This is an optimization exercise on Yosys and OpenROAD, whose aim is small area and a short achievable clock period, not a production implementation.
The RTL was checked by simulation tests, not by an equivalence proof against the original design.

==> flow/design.v (outline; a module is shown in full before it is edited, if it fits) <==
// module alu_top: 18 lines
// module fa: 6 lines
// module benc: 8 lines
// module brow: 6 lines
// module fadd: 797 lines
// module omux: 6 lines
// module fa1: 6 lines
// module ALU: 724 lines
module alu_top(clk, A, B, opcode, OUT);
  // ...
==> flow/flow/run.sh <==
#!/bin/bash
# Own flow: the standard layout (standard.sh, unchanged synthesis), with
# repair_timing kept to a setup margin so it shortens the critical path, and
# plain buf_1 port buffers instead of the delay-cell buffers buffer_ports picks.
# The SDC is not changed.
set -euo pipefail
bash standard.sh SETUP_SLACK_MARGIN=19 "BUFFER_PORTS_ARGS=-buffer_cell sky130_fd_sc_hd__buf_1" finish > flow_standard.log 2>&1
==> flow/standard.sh <==
#!/bin/bash
# synth_recipe.tcl (not shown) runs the flow's synth.tcl, then flattens the netlist and writes it again
# the make line also repeats each setting of config.mk as NAME=value (left out here)
make -C /OpenROAD-flow-scripts/flow DESIGN_CONFIG=/design/flow/config.mk WORK_HOME=/design/flow/orfs CLKGATE_MAP_FILE= SYNTH_SCRIPT=/design/flow/synth_recipe.tcl "${@:-finish}"
==> flow/config.mk <==
export PLATFORM = sky130hd
export DESIGN_NAME = alu_top
export DESIGN_NICKNAME = alu_top
export VERILOG_FILES = /design/flow/design.v
export SDC_FILE = /design/flow/constraint.sdc
export NUM_CORES = 4
export LEC_CHECK = 0
export CAP_MARGIN = 20
export CORE_MARGIN = 2
export CORE_UTILIZATION = 70
export PLACE_DENSITY = 0.8
export SLEW_MARGIN = 20
export SYNTH_HIERARCHICAL = 1
export SYNTH_MINIMUM_KEEP_SIZE = 0
==> flow/constraint.sdc <==
create_clock -name core_clock -period 28.0 [get_ports {clk}]
set_input_delay 5.6000 -clock core_clock [delete_from_list [all_inputs] [get_ports {clk}]]
set_output_delay 5.6000 -clock core_clock [all_outputs]
set_load 0.01 [all_outputs]
==> impl_metrics.yaml, run 1 <==
placement:
  place_area_sq_um: 34300
routing:
  routedLengthMet1_mm: 42.3
  firstDrtPassIters: 11
  antenna_left: 0
cts:
  cts_buffer_depth: 2
  cts.sinks: 133
  cts_tree: "yes"
global_route:
  grt_use_met1: 0.615
  grt_pass1_wl_mm: 195
die:
  initial_core_util: 0.708
  fp-row-count: 80
finish:
  multi_input_area_sq_um: 29500
  sh_seq_area: 0.0756
  inverters: 96
run:
  cap_viol_max_count: 0
run_status:
  status: "timing/DRC/antenna clean"
sta:
  fin_hold_ws_ns: 0.893
  slew_viol_final: 0
  post-route-period-util: 0.318
worst_setup_path:
  max_stage_delay_ns: 0.61
  required_ns: 28.45
  worst-path-buf-inv: 3
  cpLargestDelayFamily: "adder cells"
synthesis:
  synth-seq-cells: 133
==> module omux, before the edit <==
module omux(s, a, b, y);
input s;
input [31:0] a, b;
output [31:0] y;
assign y = s ? a : b;
endmodule
==> run 2, diff against run 1 <==
--- a/flow/design.v
+++ b/flow/design.v
@@ -18,23 +18,33 @@
 endmodule
 
 module fa(a, b, c, s, co);
 input a, b, c;
 output s, co;
 assign s = a ^ b ^ c;
 assign co = (a & b) | (a & c) | (b & c);
 endmodule
-module benc(b, en, one, two, neg);
+module benc_mf(b, op, one, two, neg);
 input [2:0] b;
-input en;
+input [4:0] op;
 output one, two, neg;
+wire en = (op[4:2] == 3'b001) & (op[1] ~^ op[0]);    
 assign one = (b[1] ^ b[0]) & en;
 assign two = ((b[2] & ~b[1] & ~b[0]) | (~b[2] & b[1] & b[0])) & en;
-assign neg = b[2] & en;
+assign neg = b[2];
+endmodule
+module benc_m(b, op, one, two, neg);
+input [2:0] b;
+input [4:0] op;
+output one, two, neg;
+wire en = (op == 5'd4);
+assign one = (b[1] ^ b[0]) & en;
+assign two = ((b[2] & ~b[1] & ~b[0]) | (~b[2] & b[1] & b[0])) & en;
+assign neg = b[2];
 endmodule
 module brow(x, one, two, neg, p);
 input [31:0] x;
 input one, two, neg;
 output [33:0] p;
 assign p = (({2'b0, x} & {34{one}}) | ({1'b0, x, 1'b0} & {34{two}})) ^ {34{neg}};
 endmodule
 module fadd(a, b, s, s1);
@@ -829,20 +839,21 @@
 assign s1[17] = fp[17] ^ (pg1457 | pp1458);
 assign s1[18] = fp[18] ^ (pg1363 | pp1364);
 assign s1[19] = fp[19] ^ (pg1459 | pp1460);
 assign s1[20] = fp[20] ^ (pg1365 | pp1366);
 assign s1[21] = fp[21] ^ (pg1461 | pp1462);
 assign s1[22] = fp[22] ^ (pg1367 | pp1368);
 assign s1[23] = fp[23] ^ (pg1463 | pp1464);
 endmodule
-module omux(s, a, b, y);
-input s;
-input [31:0] a, b;
-output [31:0] y;
+module omux(f, p47, r24, a, b, y);
+input f, p47, r24;
+input [7:0] a, b;
+output [7:0] y;
+wire s = f ? p47 : r24;
 assign y = s ? a : b;
 endmodule
 module fa1(b, c, s, co);
 input b, c;
 output s, co;
 assign s = ~(b ^ c);
 assign co = b | c;
 endmodule
@@ -878,20 +889,24 @@
 wire [31:0] y = {B[31:26], B[25:24] & {2{~is_fpm}}, B[23] | is_fpm, B[22:0]};
 wire ovr = is_add | is_fas;
 wire [33:0] ov0 = is_fas ? {10'b0, ma_al} : {2'b0, A};
 wire [31:0] z = is_add ? (B ^ {32{opcode[1]}}) :
                 is_fas ? {8'b0, mb_al ^ {24{eff_sub}}} : 32'b0;
 wire cin = is_add & (opcode[0] ^ opcode[1]);
 wire [34:0] ye = {2'b0, y, 1'b0};
 wire [15:0] one, two, neg;
-wire neg0e = neg[0];
+wire neg0e = neg[0] & en_x;
 genvar k;
 generate for (k = 0; k < 16; k = k + 1) begin : benc
-  benc ue(.b(ye[2*k+2:2*k]), .en(k < 13 ? en_x : is_mul), .one(one[k]), .two(two[k]), .neg(neg[k]));
+  if (k < 13) begin : lo
+    benc_mf ue(.b(ye[2*k+2:2*k]), .op(opcode), .one(one[k]), .two(two[k]), .neg(neg[k]));
+  end else begin : hi
+    benc_m ue(.b(ye[2*k+2:2*k]), .op(opcode), .one(one[k]), .two(two[k]), .neg(neg[k]));
+  end
 end endgenerate
 wire [33:0] bp0;
 wire [33:0] bs0;
 brow ur0(.x(x), .one(one[0]), .two(two[0]), .neg(neg[0]), .p(bs0));
 assign bp0 = ovr ? ov0 : bs0;
 wire [33:0] bp1;
 brow ur1(.x(x), .one(one[1]), .two(two[1]), .neg(neg[1]), .p(bp1));
 wire [33:0] bp2;
@@ -1533,31 +1548,33 @@
 fa ufs1117(.a(bq[30]), .b(fc990), .c(hs991), .s(fs1117), .co(fc1118));
 fa ufs1119(.a(~bp15[33]), .b(bq[31]), .c(hc992), .s(fs1119), .co(fc1120));
 wire [63:0] prod;
 wire [23:1] prod1;
 fadd uadd(.a({fc1118, fc1116, fc1114, fc1112, fc1110, fc1108, fc1106, fc1104, fc1102, fc1100, fc1098, fc1096, fc1094, fc1092, fc1090, fc1088, fc1086, fc1084, fc1082, fc1080, fc1078, fc1076, fc1074, fc1072, fc1070, fc1068, fc1066, fc1064, fc1062, fc1060, fc1058, fc1056, fc1054, fc1052, fc1050, fc1048, fc1046, fc1044, fc1042, fc1040, fc1038, fc1036, fc1034, fc1032, fc1030, fc1028, fc1026, fc1024, fc1022, fc1020, fc1018, fc1016, fc1014, fc1012, fc1010, fc1008, fc1006, fc1004, fc1002, fc1000, fc998, fc996, hc994, hs993}), .b({fs1119, fs1117, fs1115, fs1113, fs1111, fs1109, fs1107, fs1105, fs1103, fs1101, fs1099, fs1097, fs1095, fs1093, fs1091, fs1089, fs1087, fs1085, fs1083, fs1081, fs1079, fs1077, fs1075, fs1073, fs1071, fs1069, fs1067, fs1065, fs1063, fs1061, fs1059, fs1057, fs1055, fs1053, fs1051, fs1049, fs1047, fs1045, fs1043, fs1041, fs1039, fs1037, fs1035, fs1033, fs1031, fs1029, fs1027, fs1025, fs1023, fs1021, fs1019, fs1017, fs1015, fs1013, fs1011, fs1009, fs1007, fs1005, fs1003, fs1001, fs999, fs997, fs995, hs869}), .s(prod), .s1(prod1));
 wire r24 = prod[24];
 wire p47 = prod[47];
 wire s_m = sa ^ sb;
-wire late = is_fpm ? p47 : r24;
 wire c_add = is_fas & ~eff_sub;
 wire c_sub = is_fas & eff_sub;
 wire s_lo = (eff_sub & ~is_fps) ? sb : sa;
 wire [31:0] pl = (prod[31:0] & {32{sel_p}}) | lg | {31'b0, is_neg & (A == 32'b0)};
 wire [31:0] hi, lo;
 assign hi[22:0] = pl[22:0] | (prod[23:1] & {23{c_add}}) | (prod1[23:1] & {23{c_sub}}) |
                   (prod[46:24] & {23{is_fpm}});
 assign lo[22:0] = pl[22:0] | (prod[22:0] & {23{c_add}}) | (~prod[23:1] & {23{c_sub}}) |
                   ({prod[45:24], 1'b0} & {23{is_fpm}});
 assign hi[30:23] = pl[30:23] | (ec1 & {8{is_fas}}) | (em1 & {8{is_fpm}});
 assign lo[30:23] = pl[30:23] | ((eff_sub ? ec1 : ec) & {8{is_fas}}) | (em & {8{is_fpm}});
 assign hi[31] = pl[31] | (is_fas & sa) | (is_fpm & s_m);
 assign lo[31] = pl[31] | (is_fas & s_lo) | (is_fpm & s_m);
-omux uo(.s(late), .a(hi), .b(lo), .y(OUT[31:0]));
+omux uo0(.f(is_fpm), .p47(p47), .r24(r24), .a(hi[7:0]), .b(lo[7:0]), .y(OUT[7:0]));
+omux uo1(.f(is_fpm), .p47(p47), .r24(r24), .a(hi[15:8]), .b(lo[15:8]), .y(OUT[15:8]));
+omux uo2(.f(is_fpm), .p47(p47), .r24(r24), .a(hi[23:16]), .b(lo[23:16]), .y(OUT[23:16]));
+omux uo3(.f(is_fpm), .p47(p47), .r24(r24), .a(hi[31:24]), .b(lo[31:24]), .y(OUT[31:24]));
 reg [3:0] tt;
 always @(*) begin
   case (opcode)
     5'd8:  tt = 4'b1000;
     5'd9:  tt = 4'b1110;
     5'd10: tt = 4'b0110;
     5'd11: tt = 4'b0111;
     5'd12: tt = 4'b0001;
==> flow/flow/run.sh (replaced) <==
#!/bin/bash
# Own flow: the standard layout (standard.sh, unchanged synthesis), with
# repair_timing kept to a setup margin so it shortens the critical path, and
# plain buf_1 port buffers instead of the delay-cell buffers buffer_ports picks.
# The SDC is not changed.
set -euo pipefail
bash standard.sh SETUP_SLACK_MARGIN=19.5 "BUFFER_PORTS_ARGS=-buffer_cell sky130_fd_sc_hd__buf_1" finish > flow_standard.log 2>&1
==> impl_metrics.yaml, run 2 <==
cts:
  cts_tree: "yes"
  cts_root_buf: "clkbuf_16"
  clk_latency_ns: 0.51
  h-tree-depth: 4
  cts.sinks: 133
  path_clk_slew_ns: 0.08
  cts_buffer_depth: 2
  postCtsHoldBufs: 0
  cts_made_buffers: 17
sta:
  setup_viol: 0
  period_minus_slack_ns: 8.56
  tns_ns: 0
  max_freq_ghz: 0.117
  rsz0062_at_grt: "true"
  clock_skew_ns: 0.0165
  slew_viol_final: 0
  slew-limit-headroom: 0.284
  tightest_slew_ns: 1.07
  post-route-period-util: 0.306
  finalHoldViolCount: 0
routing:
  via_per_inst: 8.01
  routedLengthMet1_mm: 45.1
  wl_met2_mm: 59.4
  routedWlPerCell_microns: 34.6
  initialDrtViolationCount: 6142
  met3_length_mm: 23.4
  drcViolationCount: 0
  firstDrtPassIters: 11
  vias: 33200
  antenna_left: 0
  totalWireLength_mm: 144
  top_layer: "met5"
synthesis:
  synth.largest_area_cell: "fa_1"
  synthTopCellsByArea: "fa_1 32%, xnor2_1 15%, a22oi_1 12%"
  synth_ff_type: "dfxtp_1"
  avgSynthCellArea_sq_um: 10.0
  syn_inst: 3434
  synth-seq-cells: 133
  yosys_warnings: 8
  syn-cell-area_sq_um: 34500
  synth_cell_types: 93
  async_reset_ff_frac: 0
  synthTopCellsByCount: "598 x xnor2_1, 545 x fa_1, 536 x a22oi_1"
  synth_most_common_cell: "xnor2_1"
  synth_top_area_share: 0.316
  yosysSeqAreaShare: 0.0772
  synth_edf_count: 0
finish:
  num-fill-cells: 3291
  drive_gt1_frac: 0.123
  final_cell_mix: "598 x xnor2_1, 535 x fa_1, 531 x a22oi_1, 183 x nand2_1, 133 x buf_1"
  final_nets: 4236
  largestRegisters: "out_r (64), a_r (32), b_r (32)"
  fin_util: 0.762
  largest_reg_flops: 64
  regMostFlops: "out_r"
  final_common_cell: "xnor2_1"
  area_growth_pct: 7.59
die:
  dieWidth_microns: 226
  ioPinCount: 134
  fp-row-count: 81
  core_sq_um: 48700
  dieArea_sq_um: 51100
  die_h_microns: 226
  initial_core_util: 0.708
worst_hold_path:
  hold_depth: 5
  holdPathEnd: "out_r[21]"
  worstHoldStart: "b_r[21]"
  hp-class: "reg -> reg"
worst_setup_path:
  r2r_slack_ns: 19.44
  cp_common_cell: "fa_1"
  critPathArrivalTime_ns: 8.95
  timing.rr.end: "out_r[22]"
  start_kind: "register"
  crit_path_end_kind: "register"
  crit_slowest_cell: "fa_1"
  max_stage_delay_ns: 0.78
  crit_fanout: 47
  r2r_start: "b_r[7]"
  crit_type: "reg -> reg"
  r2r_cells: 25
  required_ns: 28.40
run:
  cap_viol_max_count: 0
placement:
  io_buffers: 133
  finalWeightedCongestion: 1.09
  hpwl_mm: 88.0
global_route:
  grt_max_degree: 50
  grt_remaining_overflow: 0
  grt_pass1_wl_mm: 206
  antenna_found_initial: 3
  track_usage: 0.552
  grt_pass1_vias: 33700
run_status:
  status: "timing/DRC/antenna clean"
run 2: per-module statistics from Yosys (local to each module, per instance):
module	flip-flops and latches	cell area [sq um]	cells inside	copies in the design
ALU	0	6910	996	1
alu_top	133	2660	133	1
benc_m	0	68.8	7	3
benc_mf	0	67.6	8	13
brow	0	614	77	16
fa	0	20.0	1	512
fadd	0	3320	400	1
omux	0	113	9	4
run 2: how the worst max path moves through the flow:
stage	startpoint	slack [ns]	end	cells after the start
after floorplan	op_r[4]	19.59	out_r[22]	32
after global placement	op_r[1]	18.16	out_r[31]	27
after detailed placement	op_r[1]	17.92	out_r[22]	31
after CTS	op_r[4]	19.48	out_r[22]	25
after global routing	b_r[30]	19.28	out_r[58]	26
final	b_r[7]	19.44	out_r[22]	25
run 2: timing repair:
action	4_1_cts	5_1_grt
hold endpoints to repair	0	0
gates resized for setup	82	101
cloned	6	6
pin swaps	12	36
buffers inserted	29	20
endpoints found under the setup margin	64	46
run 2: area by class of cell:
cell class,count,area (sq um),area share
clock buffers,19,443,0.0119
repair buffers,301,2360,0.0636
inverters,82,314,0.00846
diodes,2,5.00,0.000135
multi-input cells,2937,30300,0.816
flip-flops and latches,133,2720,0.0732
well taps,664,831,0.0224
clock inverters,12,166,0.00448
run 2: logic make-up (layout without fill, tap and decap cells):
group	count (synthesis)	count (layout)	synth area share
flip-flops	133	133	0.0772
other	2	16	0.000218
AND/OR/NAND/NOR	517	519	0.0787
buffers and inverters	378	414	0.0669
AO/OA/AOI/OAI	952	952	0.209
adder cells (fa/ha/maj)	694	694	0.370
multiplexers	87	87	0.0278
XOR/XNOR	671	671	0.170
run 2: metrics by stage:
stage | cell area, sq um | hold slack (ns) | setup slack, ns | std cells
5_1_grt | 37100 | 0.964 | 19.28 | 4148
4_1_cts | 36400 | 0.885 | 19.48 | 4121
2_1_floorplan | 34600 | 0.783 | 19.59 | 3446
6_report | 37100 | 0.894 | 19.44 | 4150
3_3_place_gp | 35000 | 0.819 | 18.16 | 4055
3_5_place_dp | 35000 | 0.861 | 17.92 | 4055
run 2: metal layers:
metal  global-route usage  vias to the layer above
met1                0.642                    15800
met2                0.780                     3805
met4                0.464                        7
met3                0.241                     1355
li1                     -                    12200
met5               0.0127                        -
run 2: worst max-delay path, delay by kind of cell, from the launching register on:
| family | cells | cell delay (ns) |
|---|---|---|
| AO/OA/AOI/OAI | 8 | 1.48 |
| XOR/XNOR | 2 | 0.51 |
| adder cells (fa/ha/maj) | 8 | 4.02 |
| buffers and inverters | 3 | 0.95 |
| flip-flops | 1 | 0.32 |
| multiplexers | 1 | 0.28 |
| AND/OR/NAND/NOR | 3 | 0.87 |

## what the ideal ports hide
The flow's constraints put no driver on any port. The routed layouts listed below were extracted and timed again, unchanged, in two steps.
Step 1, drivers: a clkbuf_16 drives clk and a buf_2 each remaining input, both assumed.
Step 2 adds t to the input delays and takes it off the output delays; t is the mean of the earliest and latest rising clock arrival at the registers after step 1. Input paths then give back, and output paths get back, about the clock's delay inside the block.
Three values: ideal ports, drivers, drivers and shift; two values: the first two.
run | t (ns) | slack for setup (ns) | worst data-port slew with drivers (ns)
run 1 | 0.562 | 19.085 / 19.085 / 19.085 | 0.04
run 2 | 0.567 | 19.444 / 19.444 / 19.444 | 0.05
After both steps every run listed still meets setup and hold.
